From an optimization exercise on the open Yosys and OpenROAD flow, aimed at small area and a short achievable clock period; shortcuts taken in it are not production practice.
At most, simulation tests tie the RTL to the original design; equivalence was not proved.
Only the layout flow was run in runs 1 to 3; the RTL was not checked for function there.
Power and IR drop assume default switching activity.

==> flow/constraint.sdc <==
create_clock -name core_clock -period 5.0 [get_ports {clk}]
set_input_delay 1.0000 -clock core_clock [delete_from_list [all_inputs] [get_ports {clk}]]
set_output_delay 1.0000 -clock core_clock [all_outputs]
set_load 0.01 [all_outputs]
==> flow/design.v <==
module fpa(
  input  wire        clk,
  input  wire        reset,
  input  wire [11:0] A,
  input  wire [11:0] B,
  input  wire [11:0] C,
  input  wire [11:0] D,
  input  wire        pushin,
  output reg         pushout,
  output reg  [11:0] Z
);
  function automatic ge5(input [4:0] a, input [4:0] b);
    reg [4:0] g, n; reg g43, n43, g21, n21, g4_1, n4_1;
    begin
      g = ~a & b; n = ~(a & ~b);
      g43 = g[4] | (n[4] & g[3]);  n43 = n[4] & n[3];
      g21 = g[2] | (n[2] & g[1]);  n21 = n[2] & n[1];
      g4_1 = g43 | (n43 & g21);    n4_1 = n43 & n21;
      ge5 = ~(g4_1 | (n4_1 & g[0]));
    end
  endfunction
  wire [4:0] eA = A[10:6], eB = B[10:6], eC = C[10:6], eD = D[10:6];
  wire gAB = ge5(eA, eB), gAC = ge5(eA, eC), gAD = ge5(eA, eD);
  wire gBC = ge5(eB, eC), gBD = ge5(eB, eD), gCD = ge5(eC, eD);
  wire selA = gAB & gAC & gAD;
  wire selB = ~gAB & gBC & gBD;
  wire selC = ~gAC & ~gBC & gCD;
  wire selD = ~gAD & ~gBD & ~gCD;
  wire [4:0] mx0 = ({5{selA}} & eA) | ({5{selB}} & eB) | ({5{selC}} & eC) | ({5{selD}} & eD);
  reg [5:0] f1A, f1B, f1C, f1D;
  reg [4:0] e1A, e1B, e1C, e1D, mx1;
  reg [3:0] s1;
  reg       v1;
  always @(posedge clk) begin
    f1A <= A[5:0]; f1B <= B[5:0]; f1C <= C[5:0]; f1D <= D[5:0];
    e1A <= eA; e1B <= eB; e1C <= eC; e1D <= eD;
    s1  <= {A[11], B[11], C[11], D[11]};
    mx1 <= mx0;
    v1  <= reset ? 1'b0 : pushin;
  end
  function automatic [10:0] align(input [5:0] f, input [4:0] e, input [4:0] mx);
    reg [4:0] sh; reg [10:0] v;
    begin
      sh = mx - e;
      v = (|e) ? {1'b1, f, 4'b0000} : 11'd0;
      v = sh[0] ? {1'b0, v[10:1]} : v;
      v = sh[1] ? {2'b0, v[10:2]} : v;
      v = sh[2] ? {4'b0, v[10:4]} : v;
      v = sh[3] ? {8'b0, v[10:8]} : v;
      align = sh[4] ? 11'd0 : v;
    end
  endfunction
  reg [10:0] t2A, t2B, t2C, t2D;
  reg [3:0]  s2;
  reg [4:0]  mx2;
  reg        v2;
  always @(posedge clk) begin
    t2A <= align(f1A, e1A, mx1);
    t2B <= align(f1B, e1B, mx1);
    t2C <= align(f1C, e1C, mx1);
    t2D <= align(f1D, e1D, mx1);
    s2  <= s1;
    mx2 <= mx1;
    v2  <= reset ? 1'b0 : v1;
  end
  wire [2:0]  nn2 = 3'd0 - (s2[3] + s2[2] + s2[1] + s2[0]);
  wire [13:0] q0 = {nn2,  t2A ^ {11{s2[3]}}};
  wire [13:0] q1 = {3'b0, t2B ^ {11{s2[2]}}};
  wire [13:0] q2 = {3'b0, t2C ^ {11{s2[1]}}};
  wire [13:0] q3 = {3'b0, t2D ^ {11{s2[0]}}};
  wire [13:0] a1 = q0 ^ q1 ^ q2;
  wire [13:0] b1 = {(q0[12:0] & q1[12:0]) | (q0[12:0] & q2[12:0]) | (q1[12:0] & q2[12:0]), s2[3]};
  wire [13:0] a2 = a1 ^ b1 ^ q3;
  wire [13:0] b2 = {(a1[12:0] & b1[12:0]) | (a1[12:0] & q3[12:0]) | (b1[12:0] & q3[12:0]), s2[2]};
  reg [13:0] a3, b3;    
  reg [1:0]  s3;
  reg [4:0]  mx3;
  reg        v3;
  always @(posedge clk) begin
    a3  <= a2;
    b3  <= b2;
    s3  <= s2[1:0];
    mx3 <= mx2;
    v3  <= reset ? 1'b0 : v2;
  end
  wire [13:0] g3 = a3 & b3, t3 = a3 | b3;
  wire [13:0] p3 = t3 & ~g3;
  reg [13:0] G, P;
  reg [13:0] Gn, Pn;
  integer i, lv;
  always @* begin
    G = g3; P = t3;
    G[0] = g3[0] | (t3[0] & s3[1]);
    P[0] = 1'b0;
    for (lv = 1; lv < 16; lv = lv * 2) begin
      Gn = G; Pn = P;
      for (i = 0; i < 14; i = i + 1)
        if ((i & lv) != 0) begin
          Gn[i] = G[i] | (P[i] & G[(i & ~(lv - 1)) - 1]);
          Pn[i] = P[i] & P[(i & ~(lv - 1)) - 1];
        end
      G = Gn; P = Pn;
    end
  end
  wire [13:0] cin = {G[12:0], s3[1]};
  wire [13:0] S   = p3 ^ cin;
  wire        sgn = S[13];
  reg [12:0] W4;
  reg        ci4, sgn4;
  reg [4:0]  mx4;
  reg        v4;
  always @(posedge clk) begin
    W4   <= S[12:0] ^ {13{sgn}};
    ci4  <= s3[0] ^ sgn;
    sgn4 <= sgn;
    mx4  <= mx3;
    v4   <= reset ? 1'b0 : v3;
  end
  wire [12:0] M;
  genvar gk;
  assign M[0] = W4[0] ^ ci4;
  generate for (gk = 1; gk < 13; gk = gk + 1) begin : g_inc
    assign M[gk] = W4[gk] ^ (ci4 & (&W4[gk-1:0]));
  end endgenerate
  wire        wz = ~|W4;
  reg [3:0] lzw;
  integer q;
  always @* begin
    lzw = 4'd15;
    for (q = 0; q < 13; q = q + 1)
      if (W4[q]) lzw = 4'd12 - q;
  end
  wire d3 = lzw[3], d2 = lzw[2], d1 = lzw[1], d0 = lzw[0];
  wire [13:0] N1 = d3 ? {M[5:0], 8'd0} : {1'b0, M};
  wire [13:0] N2 = d2 ? {N1[9:0], 4'd0} : N1;
  wire [13:0] N3 = d1 ? {N2[11:0], 2'd0} : N2;
  wire [13:0] N4 = d0 ? {N3[12:0], 1'b0} : N3;
  reg        sgn5, nz5, ov5;
  reg [5:0]  fr5;
  reg [5:0]  k5;
  reg        v5;
  always @(posedge clk) begin
    sgn5 <= sgn4;
    nz5  <= ~wz | ci4;
    ov5  <= N4[13] | wz;             
    fr5  <= N4[13] ? 6'd0 : N4[11:6];
    k5   <= {1'b0, mx4} - {2'b00, (wz ? 4'd13 : lzw)};    
    v5   <= reset ? 1'b0 : v4;
  end
  wire [6:0] e7 = {k5[5], k5} + {6'd0, ov5} + 7'd2;
  wire zero  = ~nz5 | e7[6] | ~|e7[5:1];                    
  wire sathi = ~e7[6] & (e7[5] | &e7[4:0]);                  
  wire e30   = ~e7[6] & ~e7[5] & (e7[4:0] == 5'd30);
  wire sat   = sathi | (e30 & fr5[5] & fr5[4] & (|fr5[3:0]));
  wire [11:0] res = zero ? 12'h000 : sat ? {sgn5, 5'b11110, 6'b110000} : {sgn5, e7[4:0], fr5};
  always @(posedge clk) begin
    Z       <= res;
    pushout <= reset ? 1'b0 : v5;
  end
endmodule
==> flow/standard.sh <==
#!/bin/bash
# synth_recipe.tcl (not shown) runs the flow's synth.tcl, then flattens the netlist and writes it again
# the make line also repeats each setting of config.mk as NAME=value (left out here)
make -C /OpenROAD-flow-scripts/flow DESIGN_CONFIG=/design/flow/config.mk WORK_HOME=/design/flow/orfs CLKGATE_MAP_FILE= SYNTH_SCRIPT=/design/flow/synth_recipe.tcl "${@:-finish}"
==> flow/config.mk <==
export PLATFORM = sky130hd
export DESIGN_NAME = fpa
export DESIGN_NICKNAME = fpa
export VERILOG_FILES = /design/flow/design.v
export SDC_FILE = /design/flow/constraint.sdc
export NUM_CORES = 4
export LEC_CHECK = 0
export ABC_AREA = 1
export CAP_MARGIN = 20
export CORE_MARGIN = 2
export CORE_UTILIZATION = 40
export CTS_BUF_LIST = sky130_fd_sc_hd__clkbuf_8
export SETUP_SLACK_MARGIN = 2.7
export SLEW_MARGIN = 20
==> flow/flow/run.sh <==
#!/bin/bash
set -euo pipefail
export BUFFER_PORTS_ARGS="-buffer_cell sky130_fd_sc_hd__buf_1"
export CTS_ARGS="-sink_clustering_enable -repair_clock_nets -dont_use_dummy_load -buf_list sky130_fd_sc_hd__clkbuf_8"
bash standard.sh > standard.log 2>&1
==> results of run 1 <==
-- area by class of cell --
cell class / count / share of cell area, %
clock buffers: 17 / 2.23
well taps: 319 / 3.80
flip-flops and latches: 193 / 36.9
inverters: 192 / 6.90
repair buffers: 73 / 3.28
multi-input cells: 765 / 46.9
-- cells in the mapped netlist, types with 4 or more instances --
cell type	instances	area (um^2)
a21oi_1	35	175
a22oi_1	4	30.0
buf_1	4	15.0
clkbuf_1	5	18.8
dfxtp_1	193	3860
fa_1	33	661
ha_1	48	601
inv_1	178	668
inv_2	12	45.0
nand2_1	212	796
nand2_2	9	56.3
nand3_1	65	325
nand3b_1	5	37.5
nand4_1	15	93.8
nor2_1	117	439
nor2_2	10	62.6
nor3_1	14	70.1
o21a_1	4	30.0
o21ai_0	41	205
o21ai_1	6	30.0
o221ai_1	4	35.0
o22ai_1	25	156
or2_2	4	25.0
xnor2_1	13	114
xor2_1	68	596
-- metal layers --
metal / global-route usage [%] / wire length (um)
met3: 3.01 / 768
met2: 29.0 / 9620
met1: 18.7 / 8220
met5: 0 / 0
met4: 6.39 / 505
-- state kept, by name (all words and copies together), names as in the netlist, 6 cells and up --
name	count
fr5	6
t2D	11
W4	13
f1A	6
f1B	6
t2C	11
a3	14
t2A	11
Z	12
f1C	6
k5	6
f1D	6
t2B	11
b3	13
-- power by group through the flow --
stage | combinational, W | clock [W] | sequential (W)
global placement | 0.00308 | 0 | 0.00234
finish | 0.00337 | 0.000755 | 0.00231
floorplan | 0.00253 | 0 | 0.00227
CTS | 0.00334 | 0.000786 | 0.00231
global route | 0.00389 | 0.000851 | 0.00236
detailed placement | 0.00312 | 0 | 0.00235
-- timing repair --
action                                  in CTS  in global routing
pin swaps                                    9                  6
endpoints found under the setup margin      26                 62
hold buffers                                 0                  0
gates resized for setup                     15                 29
cloned                                       1                  0
buffers inserted                             8                  0
-- critical path, cell delays in order (launching register included) --
cell,delay (ns)
dfxtp_2,0.33
fa_2,0.38
inv_2,0.06
fa_2,0.20
inv_2,0.04
nand2_2,0.05
nand3_2,0.06
nand2_1,0.07
nand2_2,0.06
nand2_2,0.08
nand2_4,0.06
nand2_2,0.07
nand2_2,0.05
or2_4,0.23
nand2_4,0.11
buf_12,0.14
xor2_1,0.14
-- cell families after synthesis --
logic type / count (synthesis) / synth area share, %
adder cells (fa/ha/maj): 81 / 13.3
flip-flops: 193 / 40.7
XOR/XNOR: 81 / 7.47
AO/OA/AOI/OAI: 134 / 8.29
multiplexers: 3 / 0.316
AND/OR/NAND/NOR: 466 / 21.6
buffers and inverters: 204 / 8.34
-- per-stage QoR --
| stage | util, % | setup slack (ns) | std cells | total power, W |
|---|---|---|---|---|
| 6_report | 44.9 | 2.80 | 1559 | 0.00643 |
| 5_1_grt | 44.9 | 2.62 | 1559 | 0.00711 |
| 4_1_cts | 44.6 | 2.63 | 1559 | 0.00644 |
| 3_5_place_dp | 43.0 | 2.45 | 1533 | 0.00547 |
| 3_3_place_gp | 43.0 | 2.46 | 1533 | 0.00542 |
| 2_1_floorplan | - | 2.80 | 1162 | 0.00480 |
-- final timing paths --
kind | to | from
worst min register to register | mx4[3] | mx3[3]
worst min-delay path | mx4[3] | mx3[3]
worst max-delay path | W4[3] | a3[0]
worst max register to register | W4[3] | a3[0]
==> summary.md, run 1 <==
| Metric | Value |
|---|---|
| Initial antenna violation count | `0` |
| Final HPWL DP | `15100 um` |
| Worst skew pair latency | `0.46 ns` |
| Seq/Total Area, Yosys | `between 40% and 50%` |
| Worst-Margin Slew | `0.756 ns` |
| Cell count after synthesis | `between 1000 and 1500` |
| Slew Limit Fails | `0` |
| Num CTS Buffers | `17` |
| Logic pwr share | `52.4%` |
| TritonCTS clock tree | `built` |
| GPL Wtd Cong | `0.872` |
| Core area | `23400 um^2` |
| Min Hold Slack | `0.319 ns` |
| Switch share | `42.2%` |
| Reg power frac | `35.9%` |
| Vias in the first global route | `about 7000` |
| Post-route antenna net violation count | `0` |
| Total global routing overflow | `0` |
| YS warnings | `1` |
| Crit path DAT | `2.57 ns` |
| Post-Route Skew | `0.0324 ns` |
| Die Height | `158 um` |
| Power Dens Cells | `612 nW/um^2` |
| Commonest non-fill, non-tap cell in the layout | `nand2_1` |
| R2R setup slack | `2.80 ns` |
| # IOs | `64` |
| Layout area overhead | `10.7%` |
| Worst-path fanout max | `7` |
| NumNets Final | `roughly 1400` |
| RSZ-0062 raised after global routing | `true` |
| Die Footprint | `25000 um^2` |
| DR vias/cell | `around 4.7` |
| Buffers on Ports | `between 60 and 70` |
| Drt pass-1 iters | `5` |
| Worst-case clock buffer depth | `2` |
| DRT Wirelength | `~19000 um` |
| Fin Setup TNS | `0 ns` |
| Placement Rows | `56` |
| Min-delay worst type | `register to register` |
| H-tree depth | `4` |
| Area of the multi-input gates | `4930 um^2` |
| Maximum VDD drop | `about 210 uV` |
| Top_reg_cell synth | `dfxtp_1` |
| Worst setup path category | `register to register` |
| Critical Path End Type | `register` |
| Cell Area, Synth | `9490 um^2` |
| #FFs+latches synth | `193` |
| Residual DRC | `0` |
| Finish-stage setup viols | `0` |
| CTS sink cnt | `about 190` |
| Initial Util | `40.6%` |
| Mean routed wirelength per cell | `12.3 um` |
| Syn avg cell area | `8.17 um^2` |
| Largest net degree at the start of global routing | `19` |
| CTS Root Cell | `clkbuf_8` |
| Flip-flop and latch area | `approximately 3900 um^2` |
| Drt initial violations | `403` |
| Startpoint Class | `register` |
| Antenna Diode Count | `0` |
| Final Hold Viols | `0` |
| Clk pwr share | `11.7%` |
| Finished Cell Area | `10500 um^2` |
| Final Cycle Share | `43.9%` |
| EDFF count, synth | `0` |
| Die width | `158 um` |
| Layout cells sized above 1 | `8.87%` |
| Hold path cells | `0` |
| Switching Power | `~0.0027 W` |
| Max-cap violation count | `0` |
| FILL cells | `2359` |
| Achievable frequency | `0.455 GHz` |
| Run status | `finished clean` |
| Yosys cell types | `around 50` |
| Leakage | `5.07 nW` |
| Critical path required time | `approximately 5.4 ns` |
| R2R depth | `16` |
| Most frequent cells in the layout | `nand2_1, dfxtp_1, inv_1, nor2_1, xor2_1` |
| CTS clk-pin slew, worst paths | `0.08 ns` |
| Minimum clock period | `around 2.2 ns` |
| Total track usage | `about 16%` |
| Slew headroom | `49.6%` |
| Global-route wire length before repair | `between 30000 and 40000 um` |
| Total number of vias | `7342` |
| Asr flop ratio synth | `0%` |
| Post-synthesis net count | `1294` |
| Internal power | `~0.0037 W` |
| Post-DP Area | `10100 um^2` |
==> inputs of run 2 (changes only) <==
--- a/flow/config.mk
+++ b/flow/config.mk
@@ -10,5 +10,5 @@
 export CORE_MARGIN = 2
 export CORE_UTILIZATION = 40
 export CTS_BUF_LIST = sky130_fd_sc_hd__clkbuf_8
-export SETUP_SLACK_MARGIN = 2.7
+export SETUP_SLACK_MARGIN = 2.85
 export SLEW_MARGIN = 20
==> run 2 against run 1 <==
Net effect:
- synthesized cell count unchanged
- largest power group unchanged
- via count up 1.3%
- final area up 3.7%
- flip-flop and latch count unchanged
- worst hold slack better by 0.0062 ns
- die area unchanged
- critical path depth unchanged
- fmax up 1.1%
- first-iteration DRC count up 9.2%
- wire length up 3.6%
- non-clock buffer count up 16
==> summary.md, run 2 <==
| Metric | Value |
|---|---|
| Met2 GRT Util | `29.9% (+0.91 points)` |
| Area share of the largest cell type after synthesis | `40.7% (unchanged)` |
| Crit path launch | `a3[0]` |
| Top-count cell post-synth | `nand2_1` |
| Max reg flops | `14 (unchanged)` |
| Final Cycle Share | `43.4% (-0.48 points)` |
| Drt initial violations | `440 (+9.2%)` |
| Total Power | `0.00672 W (+4.5%)` |
| Hold-fix buffers, CTS | `0 (unchanged)` |
| GPL Wtd Cong | `0.889 (+1.9%)` |
| Worst-Margin Slew | `0.493 ns (-0.263 ns)` |
| Mean routed wirelength per cell | `12.6 um (+2.6%)` |
| Top cells by area, synth | `dfxtp_1, nand2_1, inv_1` |
| Die Footprint | `25000 um^2 (unchanged)` |
| Worst-path fanout max | `7 (unchanged)` |
| Critical path required time | `5.37 ns (about the same)` |
| Busiest layer in global routing | `met2` |
| Largest net degree at the start of global routing | `20 (+1)` |
| Antenna Diode Count | `0 (unchanged)` |
| Yosys cell types | `49 (unchanged)` |
| Fin cells | `1575 (+1.0%)` |
| R2R setup slack | `2.83 ns (+0.02 ns)` |
| Post-Route Skew | `0.0363 ns (+0.00397 ns)` |
| Drt pass-1 iters | `6 (+1)` |
| Final HPWL DP | `15300 um (+1.4%)` |
| Residual DRC | `0 (unchanged)` |
| GR Layer Usage met1 | `18.7% (-0.040 points)` |
| Worst skew pair latency | `0.47 ns (about the same)` |
| Reg2reg start | `a3[0]` |
| R2R depth | `16 (unchanged)` |
| GR Util met3 | `2.93% (-0.082 points)` |
| CTS sink cnt | `193 (unchanged)` |
| Minimum clock period | `2.17 ns (-0.0241 ns)` |
| Achievable frequency | `0.460 GHz (+1.1%)` |
| Most frequent cells in the layout | `nand2_1, dfxtp_1, inv_1, nor2_1, buf_1` |
| Post-route antenna net violation count | `0 (unchanged)` |
| DRT Wirelength | `19800 um (+3.6%)` |
| NumNets Final | `1390 (+1.2%)` |
| Maximum VDD drop | `226 uV (+8.1%)` |
| Total global routing overflow | `0 (unchanged)` |
| Total number of vias | `7440 (+1.3%)` |
| Num CTS Buffers | `17 (unchanged)` |
| Fin Setup TNS | `0 ns (unchanged)` |
| CTS Root Cell | `clkbuf_8` |
| Yosys top cell by area | `dfxtp_1` |
| Syn avg cell area | `8.17 um^2 (unchanged)` |
| Critical Path End Type | `register` |
| Worst setup path category | `register to register` |
| Top_reg_cell synth | `dfxtp_1` |
| Multiplexer share of the synthesized area | `0.316% (unchanged)` |
| Biggest regs | `a3 (14), W4 (13), b3 (13)` |
| Max-cap violation count | `0 (unchanged)` |
| Post-synth top cells | `nand2_1, dfxtp_1, inv_1` |
| Vias in the first global route | `7010 (+0.62%)` |
| Layout cells sized above 1 | `13.5% (+4.7 points)` |
| # IOs | `64 (unchanged)` |
| CTS clk-pin slew, worst paths | `0.08 ns (about the same)` |
| Finish-stage setup viols | `0 (unchanged)` |
| Worst-case clock buffer depth | `2 (unchanged)` |
| DR vias/cell | `4.72 (+0.31%)` |
| Final Hold Viols | `0 (unchanged)` |
| Power Dens Cells | `617 nW/um^2 (+0.72%)` |
| Reg-to-reg endpoint | `W4[1]` |
| Asr flop ratio synth | `0% (unchanged)` |
| Initial Util | `40.6% (unchanged)` |
| Simple-gate share of the synthesized area | `21.6% (unchanged)` |
| Crit path DAT | `2.54 ns (-0.03 ns)` |
| Layout area overhead | `14.8%` |
| Initial antenna violation count | `0 (unchanged)` |
| Seq/Total Area, Yosys | `40.7% (unchanged)` |
| Core area | `23400 um^2 (unchanged)` |
| Buffers on Ports | `63 (unchanged)` |
| Startpoint Class | `register` |
| Worst setup path endpoint | `W4[1]` |
| RSZ-0062 raised after global routing | `true` |
| Slew Limit Fails | `0 (unchanged)` |
| H-tree depth | `4 (unchanged)` |
| Die Height | `158 um (unchanged)` |
| Top reg by flops | `a3` |
| Cell count after synthesis | `1162 (unchanged)` |
| Global-route wire length before repair | `32000 um (+0.61%)` |
| Synth Area in Adders | `13.3% (unchanged)` |
| YS warnings | `1 (unchanged)` |
| Post-Synth XOR/XNOR Area | `7.47% (unchanged)` |
| Largest family of logic cells by synthesized area | `simple AND/OR/NAND/NOR gates` |
| Dpl cells | `1533 (unchanged)` |
| Leakage | `5.25 nW (+3.5%)` |
| TritonCTS clock tree | `built` |
| Placement Rows | `56 (unchanged)` |
| Synth Area in Compound Gates | `8.29% (unchanged)` |
| Total track usage | `16.1% (+0.058 points)` |
| Commonest non-fill, non-tap cell in the layout | `nand2_1` |
| Run status | `finished clean` |
| Slew headroom | `67.1% (+18 points)` |
| Cell Area, Synth | `9490 um^2 (unchanged)` |
| EDFF count, synth | `0 (unchanged)` |
| Post-synthesis net count | `1294 (unchanged)` |
| Min-delay worst type | `register to register` |
| #FFs+latches synth | `193 (unchanged)` |
| Die width | `158 um (unchanged)` |
run 2: how the worst min path moves through the flow:
stage	startpoint	endpoint	cells past startpoint
6_report	mx3[1]	mx4[1]	0
5_1_grt	mx3[0]	mx4[0]	0
4_1_cts	mx3[0]	mx4[0]	0
3_5_place_dp	mx2[1]	mx3[1]	0
3_3_place_gp	sgn4	sgn5	0
2_1_floorplan	mx2[0]	mx3[0]	0
run 2: final cells by class:
cell class,instances,area [um^2]
Inverter,192,732
Fill cell,2342,12500
Clock buffer,17,234
Sequential cell,193,3880
Timing Repair Buffer,89,464
Multi-Input combinational cell,765,5180
Tap cell,319,399
run 2: stage by stage:
stage                     utilization [%]  setup slack [ns]  hold WS, ns  instance area [um^2]
after detailed placement             43.0              2.47        0.314                 10100
after floorplan                         -              2.85        0.310                  9500
after CTS                            44.7              2.70        0.326                 10500
after global routing                 46.6              2.67        0.335                 10900
final                                46.6              2.83        0.326                 10900
after global placement               43.0              2.43        0.311                 10100
run 2: layer usage:
metal / routed length (um) / share of wire [%]
met1: 8320 / 42
met3: 873 / 4.4
met4: 357 / 1.8
met5: 0 / 0
met2: 10300 / 52
run 2: kinds of logic (layout without fill, tap and decap cells):
family / Yosys count / in the layout
flip-flops: 193 / 193
buffers and inverters: 204 / 298
adder cells (fa/ha/maj): 81 / 81
XOR/XNOR: 81 / 81
AO/OA/AOI/OAI: 134 / 134
multiplexers: 3 / 3
AND/OR/NAND/NOR: 466 / 466
run 2: repair_timing:
item | in CTS | in global routing
gates cloned | 1 | 0
setup endpoints to repair | 85 | 63
pin swaps | 10 | 27
buffers inserted | 4 | 20
resized for setup | 33 | 72
run 2: worst max-delay path: stages, from the launching register on:
cell and delay, ns:
dfxtp_2 0.33, fa_2 0.38, inv_2 0.06, fa_2 0.20
inv_2 0.04, nand2_2 0.05, nand3_2 0.07, nand2_2 0.06
nand2_2 0.06, nand2_2 0.08, nand2_4 0.07, nand2_2 0.06
nand2_2 0.04, or2_4 0.25, nand2_8 0.09, buf_12 0.13
xor2_1 0.13
run 2: power breakdown:
| part | switching, W | internal (W) | leakage [nW] | total [W] |
|---|---|---|---|---|
| sequential | 0.000274 | 0.00204 | 1.61 | 0.00232 |
| combinational | 0.00213 | 0.00151 | 3.51 | 0.00365 |
| clock | 0.000456 | 0.000301 | 0.122 | 0.000757 |
| total | 0.00286 | 0.00386 | 5.25 | 0.00672 |
==> inputs of run 3 (changes only) <==
--- a/flow/config.mk
+++ b/flow/config.mk
@@ -10,5 +10,5 @@
 export CORE_MARGIN = 2
 export CORE_UTILIZATION = 40
 export CTS_BUF_LIST = sky130_fd_sc_hd__clkbuf_8
-export SETUP_SLACK_MARGIN = 2.85
+export SETUP_SLACK_MARGIN = 2.75
 export SLEW_MARGIN = 20
==> run 3 against run 2 <==
Net effect:
- utilization down 1.0 points
- worst setup slack worse by 0.074 ns
- cell count decreased by 0.51%
- wire length down 2.3%
- clock power about the same
- critical path type unchanged
- largest cell class unchanged
- largest power group unchanged
- highest routed layer unchanged
==> summary.md, run 3 <==
| Metric | Value |
|---|---|
| Run status | `finished clean` |
| Maximum VDD drop | `218 uV (-3.7%)` |
| Buffers on Ports | `63 (unchanged)` |
| Slew Limit Fails | `0 (unchanged)` |
| Total number of vias | `7387 (-0.71%)` |
| Worst-case clock buffer depth | `2 (unchanged)` |
| Cell Area, Synth | `9490 um^2 (unchanged)` |
| Seq/Total Area, Yosys | `40.7% (unchanged)` |
| Die width | `158 um (unchanged)` |
| FILL cells | `2346 (+0.17%)` |
| Total track usage | `16.1% (about the same)` |
| Final Hold Viols | `0 (unchanged)` |
| Post-synthesis net count | `1294 (unchanged)` |
| Total global routing overflow | `0 (unchanged)` |
| EDFF count, synth | `0 (unchanged)` |
| Power Dens Cells | `619 nW/um^2 (+0.45%)` |
| Post-DP Area | `10100 um^2 (about the same)` |
| Area share of the largest cell type after synthesis | `40.7% (unchanged)` |
| Top_reg_cell synth | `dfxtp_1` |
| Minimum clock period | `2.25 ns (+0.0742 ns)` |
| #FFs+latches synth | `193 (unchanged)` |
| Top-count cell post-synth | `nand2_1` |
| Syn avg cell area | `8.17 um^2 (unchanged)` |
| Post-route antenna net violation count | `0 (unchanged)` |
| TritonCTS clock tree | `built` |
| Pre-CTS WS | `2.45 ns (-0.0189 ns)` |
| Post-synth top cells | `nand2_1, dfxtp_1, inv_1` |
| Final Cycle Share | `44.9% (+1.5 points)` |
| Fin worst setup slack | `2.75 ns (-0.0742 ns)` |
| Crit path DAT | `2.58 ns (+0.04 ns)` |
| DRT Wirelength | `19300 um (-2.3%)` |
| Worst-path fanout max | `2 (-5)` |
| Max reg flops | `14 (unchanged)` |
| Initial antenna violation count | `0 (unchanged)` |
| H-tree depth | `4 (unchanged)` |
| Die Height | `158 um (unchanged)` |
| Cell count after synthesis | `1162 (unchanged)` |
| Finish-stage setup viols | `0 (unchanged)` |
| Mean routed wirelength per cell | `12.3 um (-1.8%)` |
| Antenna Diode Count | `0 (unchanged)` |
| GPL Wtd Cong | `0.872 (-1.9%)` |
| Core area | `23400 um^2 (unchanged)` |
| Placement Rows | `56 (unchanged)` |
| DR vias/cell | `4.71 (-0.21%)` |
| Vias in the first global route | `6999 (-0.16%)` |
| CTS sink cnt | `193 (unchanged)` |
| Hold-fix buffers, CTS | `0 (unchanged)` |
| Biggest regs | `a3 (14), W4 (13), b3 (13)` |
| Worst skew pair latency | `0.46 ns (about the same)` |
| Top reg by flops | `a3` |
| NumNets Final | `1382 (-0.58%)` |
| Top cells by area, synth | `dfxtp_1, nand2_1, inv_1` |
| Post-Route Skew | `0.0325 ns (-0.00380 ns)` |
| Yosys cell types | `49 (unchanged)` |
| Finished Cell Area | `10700 um^2 (-2.2%)` |
| Startpoint Class | `register` |
| Yosys top cell by area | `dfxtp_1` |
| Achievable frequency | `0.445 GHz (-3.3%)` |
| Worst-Margin Slew | `0.503 ns (+0.00984 ns)` |
| YS warnings | `1 (unchanged)` |
| CTS clk-pin slew, worst paths | `0.08 ns (about the same)` |
| Critical Path End Type | `register` |
| Drt pass-1 iters | `4 (-2)` |
| Asr flop ratio synth | `0% (unchanged)` |
| Min-delay worst type | `register to register` |
| Largest net degree at the start of global routing | `19 (-5.0%)` |
| Drt initial violations | `355 (-19%)` |
| Max-cap violation count | `0 (unchanged)` |
| Worst setup path category | `register to register` |
| CTS Root Cell | `clkbuf_8` |
| Commonest non-fill, non-tap cell in the layout | `nand2_1` |
| Num CTS Buffers | `17 (unchanged)` |
| Initial Util | `40.6% (unchanged)` |
| Layout area overhead | `12.2%` |
| Leakage | `5.13 nW (-2.2%)` |
| Layout cells sized above 1 | `11.0% (-2.6 points)` |
| Residual DRC | `0 (unchanged)` |
| Most frequent cells in the layout | `nand2_1, dfxtp_1, inv_1, nor2_1, xor2_1` |
| RSZ-0062 raised after global routing | `true` |
| Global-route wire length before repair | `31900 um (-0.26%)` |
| Slew headroom | `66.4% (-0.66 points)` |
| # IOs | `64 (unchanged)` |
| Critical path required time | `5.34 ns (-0.03 ns)` |
| Final HPWL DP | `15100 um (-1.4%)` |
| Die Footprint | `25000 um^2 (unchanged)` |
| Fin Setup TNS | `0 ns (unchanged)` |
-- run 3: cell types whose count changed in the layout (fill, tap and decap cells not counted), moves of 3 or more --
cell / before / now
buf_4: 23 / 16
clkbuf_2: 3 / 0
inv_4: 4 / 1
or2_4: 1 / 5
xnor2_1: 7 / 11
or2_2: 4 / 0
xor2_1: 59 / 64
xor2_2: 8 / 3
nor2_4: 5 / 1
nor2_2: 14 / 17
-- run 3: final cells by class --
| type | instances | area, um^2 | area share, % |
|---|---|---|---|
| Multi-Input combinational cell | 765 | 5020 | 47.1 |
| Tap cell | 319 | 399 | 3.75 |
| Sequential cell | 193 | 3880 | 36.4 |
| Timing Repair Buffer | 81 | 404 | 3.79 |
| Inverter | 192 | 724 | 6.80 |
| Clock buffer | 17 | 234 | 2.20 |
-- run 3: kinds of logic (layout without fill, tap and decap cells) --
family	count (synthesis)	after routing	synth area share [%]
and+or+nand+nor	466	466	21.6
buffers and inverters	204	290	8.34
DFF	193	193	40.7
AOI/OAI and AO/OA	134	134	8.29
adders and majority gates	81	81	13.3
xor gates and xnor gates	81	81	7.47
muxes	3	3	0.316
-- run 3: worst paths after layout --
kind              endpoint    from  slack [ns]  depth (start not counted)
setup / recovery     W4[4]   a3[0]        2.75                         12
hold / removal      mx4[3]  mx3[3]        0.32                          0
setup reg to reg     W4[4]   a3[0]        2.75                         12
hold reg to reg     mx4[3]  mx3[3]        0.32                          0
-- run 3: report_power, final --
| part | internal, W | switching (W) | total [W] |
|---|---|---|---|
| combinational | 0.00147 | 0.00206 | 0.00353 |
| sequential | 0.00204 | 0.000273 | 0.00231 |
| clock | 0.000301 | 0.000454 | 0.000755 |
| total | 0.00381 | 0.00279 | 0.00660 |
-- run 3: per-stage QoR --
stage               cells  hold slack [ns]  utilization (%)  power (W)
detailed placement   1533            0.312             43.0    0.00547
CTS                  1561            0.319             44.8    0.00651
finish               1567            0.319             45.5    0.00660
global route         1567            0.315             45.5    0.00727
floorplan            1162            0.310                -    0.00480
global placement     1533            0.312             43.0    0.00542
-- run 3: metal layers --
metal  track usage (%)  wire length (um)
met5                 0                 0
met4              6.22               464
met2              29.3              9750
met3              3.01               760
met1              18.7              8380
-- run 3: what timing repair did --
action | CTS | global route
endpoints found under the setup margin | 47 | 69
gates cloned | 1 | 0
resized for setup | 29 | 41
buffers inserted | 10 | 6
pin swaps | 12 | 14
-- run 3: worst max-delay path, stage by stage, from the launching register on --
cell,delay [ns]
dfxtp_2,0.33
fa_2,0.38
inv_2,0.06
fa_2,0.20
inv_2,0.04
nand2_2,0.05
nand3_2,0.07
buf_4,0.14
buf_4,0.12
buf_4,0.12
inv_2,0.05
fa_2,0.43
xor2_1,0.14
==> inputs of run 4 (changes only) <==
--- a/flow/design.v
+++ b/flow/design.v
@@ -72,25 +72,23 @@
   wire [13:0] b1 = {(q0[12:0] & q1[12:0]) | (q0[12:0] & q2[12:0]) | (q1[12:0] & q2[12:0]), s2[3]};
   wire [13:0] a2 = a1 ^ b1 ^ q3;
   wire [13:0] b2 = {(a1[12:0] & b1[12:0]) | (a1[12:0] & q3[12:0]) | (b1[12:0] & q3[12:0]), s2[2]};
-  reg [13:0] a3, b3;    
+  reg [13:0] g3, p3;
   reg [1:0]  s3;
   reg [4:0]  mx3;
   reg        v3;
   always @(posedge clk) begin
-    a3  <= a2;
-    b3  <= b2;
+    g3  <= a2 & b2;
+    p3  <= a2 ^ b2;
     s3  <= s2[1:0];
     mx3 <= mx2;
     v3  <= reset ? 1'b0 : v2;
   end
-  wire [13:0] g3 = a3 & b3, t3 = a3 | b3;
-  wire [13:0] p3 = t3 & ~g3;
   reg [13:0] G, P;
   reg [13:0] Gn, Pn;
   integer i, lv;
   always @* begin
-    G = g3; P = t3;
-    G[0] = g3[0] | (t3[0] & s3[1]);
+    G = g3; P = p3;
+    G[0] = g3[0] | (p3[0] & s3[1]);
     P[0] = 1'b0;
     for (lv = 1; lv < 16; lv = lv * 2) begin
       Gn = G; Pn = P;
--- a/flow/config.mk
+++ b/flow/config.mk
@@ -5,10 +5,9 @@
 export SDC_FILE = /design/flow/constraint.sdc
 export NUM_CORES = 4
 export LEC_CHECK = 0
-export ABC_AREA = 1
 export CAP_MARGIN = 20
 export CORE_MARGIN = 2
 export CORE_UTILIZATION = 40
 export CTS_BUF_LIST = sky130_fd_sc_hd__clkbuf_8
-export SETUP_SLACK_MARGIN = 2.75
+export SETUP_SLACK_MARGIN = 2.7
 export SLEW_MARGIN = 20
==> run 4 against run 3 <==
Net effect:
- worst hold slack improved by 0.0087 ns
- sequential share of layout area decreased by 0.60 points
- total power fell by 0.75%
- sequential power grew 5%
- combinational power shrank 4%
- clock-buffer cell count stayed put
- flip-flop and latch count is the same
==> summary.md, run 4 <==
| Metric | Value |
|---|---|
| Run status | `finished clean` |
| Top-count cell post-synth | `dfxtp_1` |
| Max incr delay on CP | `0.33 ns (-0.10 ns)` |
| Buffers on Ports | `63 (unchanged)` |
| Min Hold Slack | `0.328 ns (+0.00872 ns)` |
| Mean routed wirelength per cell | `14.0 um (+13%)` |
| CTS Root Cell | `clkbuf_8` |
| Num CTS Buffers | `17 (unchanged)` |
| Largest net degree at the start of global routing | `21 (+2)` |
| Post-synthesis net count | `1086 (-16%)` |
| Worst setup path endpoint | `W4[2]` |
| Post-DP Area | `9970 um^2 (-0.96%)` |
| Reg2reg start | `p3[0]` |
| Worst setup path category | `register to register` |
| Final HPWL DP | `14300 um (-4.9%)` |
| Total track usage | `15.8% (-0.30 points)` |
| Finished Cell Area | `10900 um^2 (+2.3%)` |
| Post-synth top cells | `dfxtp_1, xnor2_1, inv_1, nor2_1, nand2_1` |
| Asr flop ratio synth | `0% (unchanged)` |
| Global-route wire length before repair | `31300 um (-1.9%)` |
| Placement Rows | `56 (unchanged)` |
| Yosys top cell by area | `dfxtp_1` |
| Buf/Inv on CP | `1 (-5)` |
| Layout cells sized above 1 | `16.7% (+5.7 points)` |
| Total number of vias | `6863 (-7.1%)` |
| Biggest regs | `p3 (14), W4 (13), g3 (13)` |
| EDFF count, synth | `0 (unchanged)` |
| Commonest non-fill, non-tap cell in the layout | `dfxtp_1` |
| Worst skew pair latency | `0.47 ns (about the same)` |
| Core area | `23300 um^2 (-0.30%)` |
| Worst-case clock buffer depth | `2 (unchanged)` |
| TritonCTS clock tree | `built` |
| NumNets Final | `1172 (-15%)` |
| Max reg flops | `14 (unchanged)` |
| Hold-fix buffers, CTS | `0 (unchanged)` |
| Top cells by area, synth | `dfxtp_1, xnor2_1, fa_1` |
| Post-Route Skew | `0.0512 ns (+0.0187 ns)` |
| Crit path launch | `p3[0]` |
| Antenna Diode Count | `0 (unchanged)` |
| Initial Util | `40.5% (-0.044 points)` |
| Crit path DAT | `2.72 ns (+0.14 ns)` |
| Final Cycle Share | `47.1% (+2.2 points)` |
| Worst-path fanout max | `9 (+7)` |
| Max-cap violation count | `0 (unchanged)` |
| DRT Wirelength | `19100 um (-1.5%)` |
| Power Dens Cells | `601 nW/um^2 (-3.0%)` |
| Drt initial violations | `285 (-20%)` |
| #FFs+latches synth | `193 (unchanged)` |
| Most frequent cells in the layout | `dfxtp_1, inv_1, nor2_1, xnor2_1, buf_1` |
| Slew headroom | `59.6% (-6.9 points)` |
| Final Hold Viols | `0 (unchanged)` |
| Top_reg_cell synth | `dfxtp_1` |
| Total global routing overflow | `0 (unchanged)` |
| Yosys cell types | `83 (+69%)` |
| Top reg by flops | `p3` |
| Reg-to-reg endpoint | `W4[2]` |
| Ordered list of cells on the worst path | `ha_2, or2_4, ha_4, o211ai_1, nand2_1, a311o_1, a21oi_2, a21oi_2, xor2_4, buf_12, xor2_1` |
| Vias in the first global route | `6443 (-7.9%)` |
| Critical Path End Type | `register` |
| Layout area overhead | `15.3%` |
| Post-route antenna net violation count | `0 (unchanged)` |
| Maximum VDD drop | `222 uV (+1.7%)` |
| Fin Setup TNS | `0 ns (unchanged)` |
| R2R depth | `11 (-1)` |
| Cell count after synthesis | `963 (-17%)` |
| Slowest-stage cell, CP | `a311o_1` |
| Initial antenna violation count | `0 (unchanged)` |
| Final core utilization | `46.7% (+1.2 points)` |
| Critical path's top delay family | `compound AO/OA/AOI/OAI gates` |
| Residual DRC | `0 (unchanged)` |
| Minimum clock period | `2.36 ns (+0.110 ns)` |
| Die Height | `158 um (-0.20%)` |
| Achievable frequency | `0.424 GHz (-4.7%)` |
| Cell Area, Synth | `9450 um^2 (-0.41%)` |
| DR vias/cell | `5.02 (+6.6%)` |
| Seq/Total Area, Yosys | `40.9% (+0.17 points)` |
| Worst path depth | `11 (-1)` |
| Finish-stage setup viols | `0 (unchanged)` |
| Top cell by count, worst path | `a21oi_2` |
| Worst-Margin Slew | `0.602 ns (+0.0993 ns)` |
| CTS clk-pin slew, worst paths | `0.08 ns (about the same)` |
| Drt pass-1 iters | `4 (unchanged)` |
| Die width | `158 um (-0.20%)` |
| Critical path required time | `5.37 ns (+0.03 ns)` |
| Startpoint Class | `register` |
| Die Footprint | `24900 um^2 (-0.40%)` |
| GPL Wtd Cong | `0.883 (+1.3%)` |
| Area share of the largest cell type after synthesis | `40.9% (+0.17 points)` |
| Min-delay worst type | `register to register` |
| CTS sink cnt | `193 (unchanged)` |
| R2R setup slack | `2.64 ns (-0.11 ns)` |
| # IOs | `64 (unchanged)` |
| Leakage | `4.42 nW (-14%)` |
| Syn avg cell area | `9.82 um^2 (+20%)` |
| Slew Limit Fails | `0 (unchanged)` |
| RSZ-0062 raised after global routing | `true` |
| H-tree depth | `4 (unchanged)` |
| YS warnings | `1 (unchanged)` |
[run 4: through the flow]
| step | power [W] | instances | setup slack [ns] |
|---|---|---|---|
| after CTS | 0.00644 | 1346 | 2.61 |
| final | 0.00655 | 1366 | 2.64 |
| after detailed placement | 0.00542 | 1314 | 2.09 |
| after global routing | 0.00717 | 1366 | 2.47 |
| after floorplan | 0.00481 | 963 | 2.68 |
| after global placement | 0.00538 | 1314 | 2.16 |
[run 4: worst min path at each step]
stage,cells past startpoint,end,from
finish,0,s2[0],s1[0]
global placement,0,mx4[2],mx3[2]
detailed placement,0,mx4[1],mx3[1]
CTS,0,mx4[0],mx3[0]
global route,0,mx4[0],mx3[0]
floorplan,0,mx3[0],mx2[0]
[run 4: timing repair]
action	4_1_cts	5_1_grt
gates resized for setup	58	48
buffers inserted	15	20
endpoints found under the hold margin	0	0
pin swaps	21	19
endpoints found under the setup margin	77	56
[run 4: logic make-up (layout without fill, tap and decap cells)]
| kind of cell | count (synthesis) | after routing | share of synthesized area [%] |
|---|---|---|---|
| and+or+nand+nor | 279 | 279 | 15.5 |
| DFF | 193 | 193 | 40.9 |
| AOI/OAI and AO/OA | 184 | 184 | 13.7 |
| buffers and inverters | 103 | 187 | 4.79 |
| xor gates and xnor gates | 95 | 95 | 8.96 |
| adders and majority gates | 74 | 74 | 12.0 |
| muxes | 35 | 35 | 4.16 |
[run 4: area by class of cell]
type	count	area [um^2]
Sequential cell	193	3900
Timing Repair Buffer	98	532
Tap cell	319	399
Inverter	72	273
Fill cell	2248	12400
Multi-Input combinational cell	667	5560
Clock buffer	17	234
[run 4: per-layer routing]
metal / routed length, um / part of all wire (%) / track usage [%] / vias up
li1: - / - / - / 3505
met1: 8820 / 46 / 19.9 / 3218
met2: 9420 / 49 / 27.4 / 126
met3: 616 / 3.2 / 3.34 / 14
met4: 208 / 1.1 / 4.46 / 0
met5: 0 / 0 / 0 / -
[run 4: where the power goes]
| group | internal, W | switching (W) | total, W |
|---|---|---|---|
| combinational | 0.00164 | 0.00174 | 0.00338 |
| clock | 0.000301 | 0.000440 | 0.000741 |
| sequential | 0.00204 | 0.000388 | 0.00243 |
| total | 0.00398 | 0.00257 | 0.00655 |
==> inputs of run 5 (changes only) <==
--- a/flow/config.mk
+++ b/flow/config.mk
@@ -5,9 +5,10 @@
 export SDC_FILE = /design/flow/constraint.sdc
 export NUM_CORES = 4
 export LEC_CHECK = 0
+export ABC_AREA = 1
 export CAP_MARGIN = 20
 export CORE_MARGIN = 2
 export CORE_UTILIZATION = 40
 export CTS_BUF_LIST = sky130_fd_sc_hd__clkbuf_8
-export SETUP_SLACK_MARGIN = 2.7
+export SETUP_SLACK_MARGIN = 2.65
 export SLEW_MARGIN = 20
==> run 5 against run 4 <==
Net effect:
- still clean
- area after synthesis decreased by 0.87%
- utilization decreased by 2.5 points
- synthesized cell count increased by 18%
- die area decreased by 0.85%
- largest cell class unchanged
- largest power group unchanged
- highest routed layer unchanged
==> summary.md, run 5 <==
| Metric | Value |
|---|---|
| Slew Limit Fails | `0 (unchanged)` |
| Max reg flops | `14 (unchanged)` |
| Top reg by flops | `p3` |
| TritonCTS clock tree | `built` |
| Die Footprint | `24700 um^2 (-0.85%)` |
| EDFF count, synth | `0 (unchanged)` |
| Drt initial violations | `345 (+21%)` |
| Fin worst setup slack | `2.74 ns (+0.0998 ns)` |
| Critical Path End Type | `register` |
| Simple-gate share of the synthesized area | `21.3% (+5.7 points)` |
| Hold path cells | `0 (unchanged)` |
| Cell Area, Synth | `9370 um^2 (-0.87%)` |
| Global-route wire length before repair | `31500 um (+0.53%)` |
| GPL Wtd Cong | `0.896 (+1.4%)` |
| Final Hold Viols | `0 (unchanged)` |
| Worst-path fanout max | `8 (-1)` |
| Yosys top cell by area | `dfxtp_1` |
| Slew headroom | `56.9% (-2.7 points)` |
| R2R setup slack | `2.74 ns (+0.10 ns)` |
| Die Height | `157 um (-0.42%)` |
| H-tree depth | `4 (unchanged)` |
| Startpoint Class | `register` |
| Largest family of logic cells by synthesized area | `simple AND/OR/NAND/NOR gates` |
| Crit path DAT | `2.65 ns (-0.07 ns)` |
| Yosys cell types | `50 (-40%)` |
| Post-synth top cells | `nand2_1, dfxtp_1, inv_1` |
| Most frequent cells in the layout | `nand2_1, dfxtp_1, inv_1, nor2_1` |
| R2R depth | `18 (+7)` |
| # IOs | `64 (unchanged)` |
| Post-synthesis net count | `1264 (+16%)` |
| Reg2reg start | `W4[1]` |
| Core area | `23300 um^2 (-0.30%)` |
| Worst-Margin Slew | `0.641 ns (+0.0393 ns)` |
| Total track usage | `16.0% (+0.13 points)` |
| Asr flop ratio synth | `0% (unchanged)` |
| Fin cells | `1530 (+12%)` |
| Finish-stage setup viols | `0 (unchanged)` |
| Worst skew pair latency | `0.48 ns (about the same)` |
| Reg-to-reg endpoint | `k5[4]` |
| Syn avg cell area | `8.21 um^2 (-16%)` |
| Minimum clock period | `2.26 ns (-0.0998 ns)` |
| Largest net degree at the start of global routing | `22 (+4.8%)` |
| FILL cells | `2401 (+6.8%)` |
| CTS clk-pin slew, worst paths | `0.09 ns (about the same)` |
| Residual DRC | `0 (unchanged)` |
| Top-count cell post-synth | `nand2_1` |
| Worst Hold Launch | `mx3[4]` |
| Leakage | `4.75 nW (+7.5%)` |
| Min Hold Slack | `0.327 ns (-0.000872 ns)` |
| Antenna Diode Count | `0 (unchanged)` |
| Commonest non-fill, non-tap cell in the layout | `nand2_1` |
| Initial Util | `40.3% (-0.23 points)` |
| #FFs+latches synth | `193 (unchanged)` |
| Buffers on Ports | `63 (unchanged)` |
| Initial antenna violation count | `0 (unchanged)` |
| Dpl cells | `1511 (+15%)` |
| Power Dens Cells | `599 nW/um^2 (-0.33%)` |
| Synth Area in Compound Gates | `9.12% (-4.6 points)` |
| Area share of the largest cell type after synthesis | `41.2% (+0.36 points)` |
| Layout cells sized above 1 | `7.10% (-9.6 points)` |
| DRT Wirelength | `18900 um (-1.1%)` |
| Seq/Total Area, Yosys | `41.2% (+0.36 points)` |
| Worst setup path category | `register to register` |
| Hold endpoint | `mx4[4]` |
| Drt pass-1 iters | `5 (+1)` |
| Worst-case clock buffer depth | `2 (unchanged)` |
| RSZ-0062 raised after global routing | `true` |
| Final Cycle Share | `45.1% (-2.0 points)` |
| Layout area overhead | `9.64%` |
| Vias in the first global route | `6821 (+5.9%)` |
| CTS Root Cell | `clkbuf_8` |
| Critical path required time | `5.39 ns (+0.02 ns)` |
| Run status | `finished clean` |
| Min-delay worst type | `register to register` |
| Cell count after synthesis | `1141 (+18%)` |
| Pre-CTS WS | `2.46 ns (+0.370 ns)` |
| Biggest regs | `p3 (14), W4 (13), g3 (13)` |
| Top cells by area, synth | `dfxtp_1, nand2_1, inv_1` |
| Multiplexer share of the synthesized area | `0.320% (-3.8 points)` |
| Die width | `157 um (-0.42%)` |
| NumNets Final | `1336 (+14%)` |
| Total global routing overflow | `0 (unchanged)` |
| Total number of vias | `7239 (+5.5%)` |
| Post-route antenna net violation count | `0 (unchanged)` |
| DR vias/cell | `4.73 (-5.8%)` |
| Top_reg_cell synth | `dfxtp_1` |
| Crit path launch | `W4[1]` |
| Mean routed wirelength per cell | `12.3 um (-12%)` |
| Post-Synth XOR/XNOR Area | `8.04% (-0.92 points)` |
| Final HPWL DP | `15100 um (+5.6%)` |
| Achievable frequency | `0.443 GHz (+4.4%)` |
| YS warnings | `1 (unchanged)` |
| Placement Rows | `56 (unchanged)` |
| Synth Area in Adders | `11.9% (-0.11 points)` |
| CTS sink cnt | `193 (unchanged)` |
| Num CTS Buffers | `17 (unchanged)` |
| Maximum VDD drop | `186 uV (-16%)` |
| Post-Route Skew | `0.0379 ns (-0.0134 ns)` |
| Fin Setup TNS | `0 ns (unchanged)` |
| Max-cap violation count | `0 (unchanged)` |
-- run 5: cell types whose count changed in the layout (fill, tap and decap cells not counted), sizes merged, moves of 11 or more --
cell    previous run  this run
nor2              70       120
inv               72       183
a211oi            15         3
mux2i             28         3
o21ai             23        44
o22ai              5        26
buf               95        64
nor2b             27         0
and2              15         1
nand2             54       221
nand2b            14         0
nor3              21        10
nand3             21        65
-- run 5: logic make-up after synthesis --
kind of cell,Yosys count
multiplexers,3
XOR/XNOR,86
AND/OR/NAND/NOR,446
buffers and inverters,196
flip-flops,193
AO/OA/AOI/OAI,145
adder cells (fa/ha/maj),72
-- run 5: power breakdown --
part | total (W) | internal (W) | switching [W] | leakage, nW
combinational | 0.00306 | 0.00124 | 0.00181 | 3.02
sequential | 0.00235 | 0.00204 | 0.000305 | 1.61
clock | 0.000749 | 0.000301 | 0.000448 | 0.122
-- run 5: through the flow --
step           power, W  util (%)  cell area, um^2
3_5_place_dp    0.00537      42.7             9940
4_1_cts         0.00616      43.8            10200
5_1_grt         0.00685      44.2            10300
2_1_floorplan   0.00471         -             9370
6_report        0.00615      44.2            10300
3_3_place_gp    0.00534      42.7             9940
-- run 5: cell type report --
type | instances | area (um^2) | share of cell area [%]
clock buffer | 17 | 234 | 2.28
multi-input combinational | 753 | 4830 | 47.0
tap | 319 | 399 | 3.89
timing repair buffer | 64 | 244 | 2.37
sequential | 193 | 3880 | 37.7
inverter | 184 | 693 | 6.75
-- run 5: worst max-delay path, cell delays in order (launching register included) --
cell and delay [ns]:
dfxtp_2 0.35, inv_1 0.07, nand2_1 0.07, nand2_1 0.06, nand2_1 0.05, nand2_1 0.05
nand2_1 0.05, nand2_1 0.05, nand2_1 0.05, nand2_1 0.05, nand2_1 0.05, nand2_1 0.10
nand2_4 0.10, nand2_4 0.11, inv_1 0.06, ha_1 0.20, fa_1 0.44, o21ai_1 0.17
xnor2_1 0.13
-- run 5: what timing repair did --
item | in CTS | in global routing
cloned | 0 | 1
gates resized for setup | 9 | 26
setup endpoints to repair | 30 | 41
buffers inserted | 0 | 1
hold buffers | 0 | 0
pin swaps | 0 | 4
-- run 5: worst max-delay path by stage --
stage                   to  slack (ns)  depth (start not counted)
CTS                  k5[4]        2.60                         18
finish               k5[4]        2.74                         18
detailed placement  mx1[4]        2.46                          9
floorplan            k5[4]        2.85                         17
global route         k5[4]        2.55                         18
global placement    mx1[1]        2.46                          9
-- run 5: per-layer routing --
metal	vias to the layer above	GRT usage [%]	share of wire, %
met5	-	0	0
met4	0	5.19	2.1
met3	31	2.67	4.1
met2	167	29.2	50
met1	3280	19.0	44
li1	3761	-	-
==> inputs of run 6 (changes only) <==
--- a/flow/config.mk
+++ b/flow/config.mk
@@ -8,7 +8,7 @@
 export ABC_AREA = 1
 export CAP_MARGIN = 20
 export CORE_MARGIN = 2
-export CORE_UTILIZATION = 40
+export CORE_UTILIZATION = 50
 export CTS_BUF_LIST = sky130_fd_sc_hd__clkbuf_8
-export SETUP_SLACK_MARGIN = 2.65
+export SETUP_SLACK_MARGIN = 2.7
 export SLEW_MARGIN = 20
==> run 6 against run 5 <==
Net effect:
- still clean on timing, DRC and antenna
- utilization rose by 11 points
- clock power down 2%
- synthesized cell count did not move
- total power increased by 1.5%
- first-iteration DRC count shrank 27%
- fmax rose by 3.3%
- clock skew is 0.0023 ns lower
- area after synthesis unchanged
- non-clock buffer count is 6 higher
- register-to-register slack gained 0.07 ns
- worst hold slack got worse by 0.020 ns
- combinational power rose by 3%
- largest power group unchanged
==> summary.md, run 6 <==
| Metric | Value |
|---|---|
| Die Height | `141 um (-10%)` |
| Final HPWL DP | `15000 um (-0.65%)` |
| Crit path launch | `p3[0]` |
| Layout cells sized above 1 | `8.63% (+1.5 points)` |
| Slowest-stage cell, CP | `dfxtp_2` |
| Core area | `18500 um^2 (-20%)` |
| Global-route wire length before repair | `31500 um (about the same)` |
| Mean routed wirelength per cell | `12.9 um (+4.9%)` |
| Total track usage | `19.6% (+3.7 points)` |
| Commonest non-fill, non-tap cell in the layout | `nand2_1` |
| Worst-path fanout max | `8 (unchanged)` |
| Drt initial violations | `252 (-27%)` |
| Minimum clock period | `2.18 ns (-0.0731 ns)` |
| # IOs | `64 (unchanged)` |
| Slew headroom | `67.3% (+10 points)` |
| RSZ-0062 raised after global routing | `true` |
| Top_reg_cell synth | `dfxtp_1` |
| Biggest regs | `p3 (14), W4 (13), g3 (13)` |
| Worst Hold Launch | `s1[2]` |
| Yosys cell types | `50 (unchanged)` |
| Largest family of logic cells by synthesized area | `simple AND/OR/NAND/NOR gates` |
| Finish-stage setup viols | `0 (unchanged)` |
| Achievable frequency | `0.458 GHz (+3.3%)` |
| CTS clk-pin slew, worst paths | `0.09 ns (about the same)` |
| Fin Setup TNS | `0 ns (unchanged)` |
| Die Footprint | `19900 um^2 (-20%)` |
| Top reg by flops | `p3` |
| Uppermost layer routed | `met4` |
| Switching Power | `0.00261 W (+1.7%)` |
| Cell Area, Synth | `9370 um^2 (unchanged)` |
| Pre-CTS WS | `2.39 ns (-0.0637 ns)` |
| Multiplexer share of the synthesized area | `0.320% (unchanged)` |
| Crit path DAT | `2.50 ns (-0.15 ns)` |
| GPL Wtd Cong | `0.926 (+3.4%)` |
| Startpoint Class | `register` |
| Final Hold Viols | `0 (unchanged)` |
| YS warnings | `1 (unchanged)` |
| Ordered list of cells on the worst path | `ha_1, or2_2, ha_1, or2_1, nand3_2, nand2_2, nand3_2, nand3_4, nand3_2, nand2_1, nand2_4, nand2_4, xor2_1` |
| Switch share | `41.8% (+0.076 points)` |
| Worst-Margin Slew | `0.490 ns (-0.151 ns)` |
| Top cells by area, synth | `dfxtp_1, nand2_1, inv_1` |
| Cell count after synthesis | `1141 (unchanged)` |
| Antenna Diode Count | `0 (unchanged)` |
| Most frequent cells in the layout | `nand2_1, dfxtp_1, inv_1, nor2_1` |
| Worst-case clock buffer depth | `2 (unchanged)` |
| Post-DP Area | `9830 um^2 (-1.1%)` |
| Syn avg cell area | `8.21 um^2 (unchanged)` |
| Residual DRC | `0 (unchanged)` |
| Drt pass-1 iters | `5 (unchanged)` |
| Routed wl met2 | `9240 um (-1.3%)` |
| Maximum VDD drop | `218 uV (+17%)` |
| Top-count cell post-synth | `nand2_1` |
| Post-synth top cells | `nand2_1, dfxtp_1, inv_1` |
| Max-cap violation count | `0 (unchanged)` |
| Worst skew pair latency | `0.47 ns (about the same)` |
| Asr flop ratio synth | `0% (unchanged)` |
| Logic pwr share | `50.6% (+0.9 points)` |
| Post-route antenna net violation count | `0 (unchanged)` |
| Synth Area in Adders | `11.9% (unchanged)` |
| Critical Path End Type | `register` |
| TritonCTS clock tree | `built` |
| Placement Rows | `50 (-11%)` |
| DRT Wirelength | `18800 um (-0.50%)` |
| Post-Synth XOR/XNOR Area | `8.04% (unchanged)` |
| Total number of vias | `7169 (-0.97%)` |
| Final Cycle Share | `43.7% (-1.5 points)` |
| Total global routing overflow | `0 (unchanged)` |
| Met3 wire length | `713 um (-7.3%)` |
| Worst setup path category | `register to register` |
| Critical path required time | `5.32 ns (-0.07 ns)` |
| Metal-1 WL | `8420 um (+1.2%)` |
| Top cell by count, worst path | `nand3_2` |
| Max incr delay on CP | `0.31 ns (-0.13 ns)` |
| Num CTS Buffers | `17 (unchanged)` |
| Max reg flops | `14 (unchanged)` |
| CTS Root Cell | `clkbuf_8` |
| Leakage | `4.80 nW (+1.1%)` |
| #FFs+latches synth | `193 (unchanged)` |
| Largest net degree at the start of global routing | `20 (-9.1%)` |
| Vias in the first global route | `6914 (+1.4%)` |
| Finished Cell Area | `10300 um^2 (about the same)` |
| Run status | `finished clean` |
| Initial antenna violation count | `0 (unchanged)` |
| Clk pwr share | `11.7% (-0.5 points)` |
| Power Dens Cells | `608 nW/um^2 (+1.5%)` |
| Synth Area in Compound Gates | `9.12% (unchanged)` |
| Min Hold Slack | `0.307 ns (-0.0202 ns)` |
| Die width | `141 um (-10%)` |
| Initial Util | `50.6% (+10 points)` |
| Seq/Total Area, Yosys | `41.2% (unchanged)` |
| DR vias/cell | `4.94 (+4.4%)` |
| Area share of the largest cell type after synthesis | `41.2% (unchanged)` |
| Yosys top cell by area | `dfxtp_1` |
| H-tree depth | `4 (unchanged)` |
| Fin worst setup slack | `2.82 ns (+0.0731 ns)` |
| Post-Route Skew | `0.0356 ns (-0.00229 ns)` |
| Reg power frac | `37.7% (-0.4 points)` |
| Min-delay worst type | `register to register` |
| Internal power | `0.00363 W (+1.4%)` |
| EDFF count, synth | `0 (unchanged)` |
| Post-synthesis net count | `1264 (unchanged)` |
| Buffers on Ports | `63 (unchanged)` |
| CTS sink cnt | `193 (unchanged)` |
| NumNets Final | `1342 (+0.45%)` |
| Reg2reg start | `p3[0]` |
| Layout area overhead | `9.67% (about the same)` |
| Slew Limit Fails | `0 (unchanged)` |
| Simple-gate share of the synthesized area | `21.3% (unchanged)` |
==> run 6: worst paths after layout <==
check                           slack, ns  depth (start not counted)     end
worst max-delay path                 2.82                         13  W4[12]
worst min-delay path                 0.31                          0   s2[2]
worst max register to register       2.82                         13  W4[12]
worst min register to register       0.31                          0   s2[2]
==> run 6: per-layer routing <==
layer	vias up	global-route usage, %
li1	3761	-
met1	3236	23.6
met2	142	34.3
met3	30	4.08
met4	0	8.16
met5	-	0
==> run 6: layout make-up <==
cell class / count / area [um^2]
fill: 1777 / 8240
multi-input combinational: 753 / 4880
sequential: 193 / 3880
inverter: 184 / 693
timing repair buffer: 70 / 293
tap: 234 / 293
clock buffer: 17 / 234
==> run 6: per-stage QoR <==
step / total power (W) / utilization, % / cells
after floorplan: 0.00471 / - / 1141
after global placement: 0.00539 / 53.1 / 1426
after detailed placement: 0.00542 / 53.1 / 1426
after CTS: 0.00618 / 54.5 / 1443
after global routing: 0.00694 / 55.5 / 1451
final: 0.00625 / 55.5 / 1451
==> run 6: worst max-delay path, delay by kind of cell, from the launching register on <==
kind          cells  cell delay [ns]
simple gates     10             1.22
xor+xnor          1             0.18
flops             1             0.31
fa+ha+maj         2             0.35
==> run 6: kinds of logic (layout without fill, tap and decap cells) <==
group	after synthesis	count (layout)
flops	193	193
compound gates	145	145
xor+xnor	86	86
fa+ha+maj	72	72
mux	3	3
buf+inv	196	271
simple gates	446	447
==> run 6: what timing repair did <==
action / CTS / global route
pin swaps: 0 / 6
gates cloned: 0 / 1
hold buffers: 0 / 0
resized for setup: 10 / 43
buffers inserted: 0 / 7
setup endpoints to repair: 42 / 67
==> run 6: power by group through the flow <==
stage	combinational, W	sequential [W]	clock [W]
final	0.00316	0.00235	0.000733
after detailed placement	0.00303	0.00238	0
after floorplan	0.00242	0.00230	0
after CTS	0.00307	0.00235	0.000765
after global placement	0.00301	0.00238	0
after global routing	0.00371	0.00241	0.000823
==> inputs of run 7 (changes only) <==
--- a/flow/config.mk
+++ b/flow/config.mk
@@ -8,7 +8,7 @@
 export ABC_AREA = 1
 export CAP_MARGIN = 20
 export CORE_MARGIN = 2
-export CORE_UTILIZATION = 50
+export CORE_UTILIZATION = 35
 export CTS_BUF_LIST = sky130_fd_sc_hd__clkbuf_8
 export SETUP_SLACK_MARGIN = 2.7
 export SLEW_MARGIN = 20
==> run 7 against run 6 <==
Net effect:
- still clean
- clock-buffer cell count is the same
- global-route usage shrank 5.5 points
- total power shrank 0.79%
- utilization shrank 16 points
- cell count grew 7.0%
- critical endpoint is now p3[1]
- largest power group unchanged
==> summary.md, run 7 <==
| Metric | Value |
|---|---|
| Mean routed wirelength per cell | `12.3 um (-4.8%)` |
| Initial Util | `35.8% (-15 points)` |
| FILL cells | `2638 (+48%)` |
| Placement Rows | `59 (+18%)` |
| Min Hold Slack | `0.307 ns (-0.000474 ns)` |
| EDFF count, synth | `0 (unchanged)` |
| Die Height | `168 um (+19%)` |
| Seq/Total Area, Yosys | `41.2% (unchanged)` |
| Finish-stage setup viols | `0 (unchanged)` |
| #FFs+latches synth | `193 (unchanged)` |
| Max-cap violation count | `0 (unchanged)` |
| Fin Setup TNS | `0 ns (unchanged)` |
| Total global routing overflow | `0 (unchanged)` |
| Worst-case clock buffer depth | `2 (unchanged)` |
| CTS sink cnt | `193 (unchanged)` |
| Top reg by flops | `p3` |
| Drt initial violations | `339 (+35%)` |
| Critical path required time | `5.31 ns (about the same)` |
| Residual DRC | `0 (unchanged)` |
| Die Footprint | `28100 um^2 (+42%)` |
| Antenna Diode Count | `0 (unchanged)` |
| CTS Root Cell | `clkbuf_8` |
| Most frequent cells in the layout | `nand2_1, dfxtp_1, inv_1, nor2_1` |
| Biggest regs | `p3 (14), W4 (13), g3 (13)` |
| Slew headroom | `67.8% (+0.52 points)` |
| Final HPWL DP | `15300 um (+1.6%)` |
| Initial antenna violation count | `0 (unchanged)` |
| Worst Hold Launch | `s1[3]` |
| Die width | `168 um (+19%)` |
| R2R setup slack | `2.81 ns (about the same)` |
| Minimum clock period | `2.19 ns (+0.0112 ns)` |
| YS warnings | `1 (unchanged)` |
| Worst skew pair latency | `0.46 ns (about the same)` |
| Leakage | `4.79 nW (-0.23%)` |
| Total number of vias | `7205 (+0.50%)` |
| Asr flop ratio synth | `0% (unchanged)` |
| Cell count after synthesis | `1141 (unchanged)` |
| Worst-Margin Slew | `0.482 ns (-0.00782 ns)` |
| Hold-fix buffers, CTS | `0 (unchanged)` |
| GPL Wtd Cong | `0.878 (-5.2%)` |
| H-tree depth | `4 (unchanged)` |
| Yosys top cell by area | `dfxtp_1` |
| TritonCTS clock tree | `built` |
| Core area | `26200 um^2 (+42%)` |
| Max reg flops | `14 (unchanged)` |
| Syn avg cell area | `8.21 um^2 (unchanged)` |
| Buffers on Ports | `63 (unchanged)` |
| Achievable frequency | `0.456 GHz (-0.51%)` |
| Num CTS Buffers | `17 (unchanged)` |
| Worst-path fanout max | `13 (+5)` |
| Global-route wire length before repair | `32200 um (+2.1%)` |
| Slew Limit Fails | `0 (unchanged)` |
| Reg2reg start | `s2[3]` |
| Final core utilization | `39.6% (-16 points)` |
| Total track usage | `14.1% (-5.5 points)` |
| Area of the multi-input gates | `4860 um^2 (-0.38%)` |
| Final Cycle Share | `43.9% (+0.22 points)` |
| Min-delay worst type | `register to register` |
| Reg-to-reg endpoint | `p3[1]` |
| Cell Area, Synth | `9370 um^2 (unchanged)` |
| Power Dens Cells | `597 nW/um^2 (-1.8%)` |
| Top-count cell post-synth | `nand2_1` |
| Crit path DAT | `2.50 ns (about the same)` |
| Area share of the largest cell type after synthesis | `41.2% (unchanged)` |
| CTS clk-pin slew, worst paths | `0.09 ns (about the same)` |
| Worst setup path category | `register to register` |
| Hold path cells | `0 (unchanged)` |
| Critical Path End Type | `register` |
| Flip-flop and latch area | `3880 um^2 (unchanged)` |
| Commonest non-fill, non-tap cell in the layout | `nand2_1` |
| Run status | `finished clean` |
| Post-route antenna net violation count | `0 (unchanged)` |
| Startpoint Class | `register` |
| DRT Wirelength | `19100 um (+1.8%)` |
| NumNets Final | `1342 (unchanged)` |
| # IOs | `64 (unchanged)` |
| DR vias/cell | `4.64 (-6.0%)` |
| Layout cells sized above 1 | `7.97% (-0.66 points)` |
| Post-synth top cells | `nand2_1, dfxtp_1, inv_1` |
| Maximum VDD drop | `208 uV (-4.7%)` |
| Post-Route Skew | `0.0465 ns (+0.0109 ns)` |
| Hold endpoint | `s2[3]` |
| Post-synthesis net count | `1264 (unchanged)` |
| Vias in the first global route | `6892 (-0.32%)` |
| Largest net degree at the start of global routing | `22 (+10%)` |
| RSZ-0062 raised after global routing | `true` |
| Top_reg_cell synth | `dfxtp_1` |
| R2R depth | `5 (-8)` |
| Final Hold Viols | `0 (unchanged)` |
| Drt pass-1 iters | `5 (unchanged)` |
| Layout area overhead | `10.8%` |
| Yosys cell types | `50 (unchanged)` |
| Top cells by area, synth | `dfxtp_1, nand2_1, inv_1` |
run 7: routing by layer:
layer,wire [um],vias to the layer above,track usage (%)
met4,388,0,5.26
li1,-,3760,-
met2,9630,177,25.3
met3,776,25,2.60
met5,0,-,0
met1,8300,3243,16.8
run 7: cells by family (layout without fill, tap and decap cells):
group / Yosys count / after routing / synth area share [%]
AO/OA/AOI/OAI: 145 / 145 / 9.12
adder cells (fa/ha/maj): 72 / 72 / 11.9
AND/OR/NAND/NOR: 446 / 447 / 21.3
multiplexers: 3 / 3 / 0.320
XOR/XNOR: 86 / 86 / 8.04
flip-flops: 193 / 193 / 41.2
buffers and inverters: 196 / 271 / 8.15
run 7: cell type report:
type | instances | area share (%)
multi-input cells | 753 | 46.8
inverters | 184 | 6.68
well taps | 335 | 4.04
repair buffers | 70 | 2.78
clock buffers | 17 | 2.25
flip-flops and latches | 193 | 37.4
run 7: power by group:
part	internal [W]	switching [W]	leakage (nW)
registers	0.00204	0.000297	1.61
clock network	0.000302	0.000459	0.122
logic	0.00127	0.00183	3.06
run 7: metrics by stage:
stage                     worst slack [ns]  instances  area (um^2)  total power (W)
final                                 2.81       1552        10400          0.00620
after global routing                  2.68       1552        10400          0.00689
after CTS                             2.70       1544        10200          0.00616
after detailed placement              2.39       1527         9960          0.00537
after global placement                2.37       1527         9960          0.00532
after floorplan                       2.85       1141         9370          0.00471
run 7: worst max path at each step:
stage                 from  endpoint  slack, ns  cells past startpoint
floorplan            W4[0]     k5[4]       2.85                     17
global placement     A[10]    mx1[0]       2.37                      9
detailed placement   A[10]    mx1[4]       2.39                      9
CTS                 mx1[0]    t2A[2]       2.70                      8
global route         W4[8]     k5[5]       2.68                     14
finish               s2[3]     p3[1]       2.81                      5
run 7: repair_timing:
action,in CTS,in global routing
setup endpoints to repair,48,66
cloned,0,1
buffers inserted,0,7
pin swaps,1,5
resized for setup,13,31
run 7: critical path, cell delays in order (launching register included):
cell,delay (ns)
dfxtp_2,0.60
xnor2_1,0.19
fa_1,0.46
fa_1,0.49
inv_1,0.04
ha_1,0.27

==> port drivers added, routing unchanged <==
The flow's constraints put no driver on any port. The routed layouts listed below were extracted and timed again, unchanged, in two steps. Step 1: set_driving_cell puts a clkbuf_16 on clk and a buf_2 on each other input, an assumption about the parent block. Step 2, shift: input delay + t, output delay - t, t = (earliest + latest rising clock arrival at the registers) / 2. This alone moves slack from input paths to output paths. Slacks: ideal / step 1 / step 2; pairs: ideal / step 1.
run | t (ns) | setup slack, ns
run 1 | 0.488 | 2.804 / 2.804 / 2.412
run 2 | 0.497 | 2.828 / 2.828 / 2.436
run 3 | 0.487 | 2.754 / 2.754 / 2.412
run 4 | 0.481 | 2.644 / 2.644 / 2.352
run 5 | 0.489 | 2.744 / 2.744 / 2.367
run 6 | 0.482 | 2.817 / 2.817 / 2.495
run 7 | 0.485 | 2.805 / 2.805 / 2.511
After both steps setup and hold are still met in every run listed.
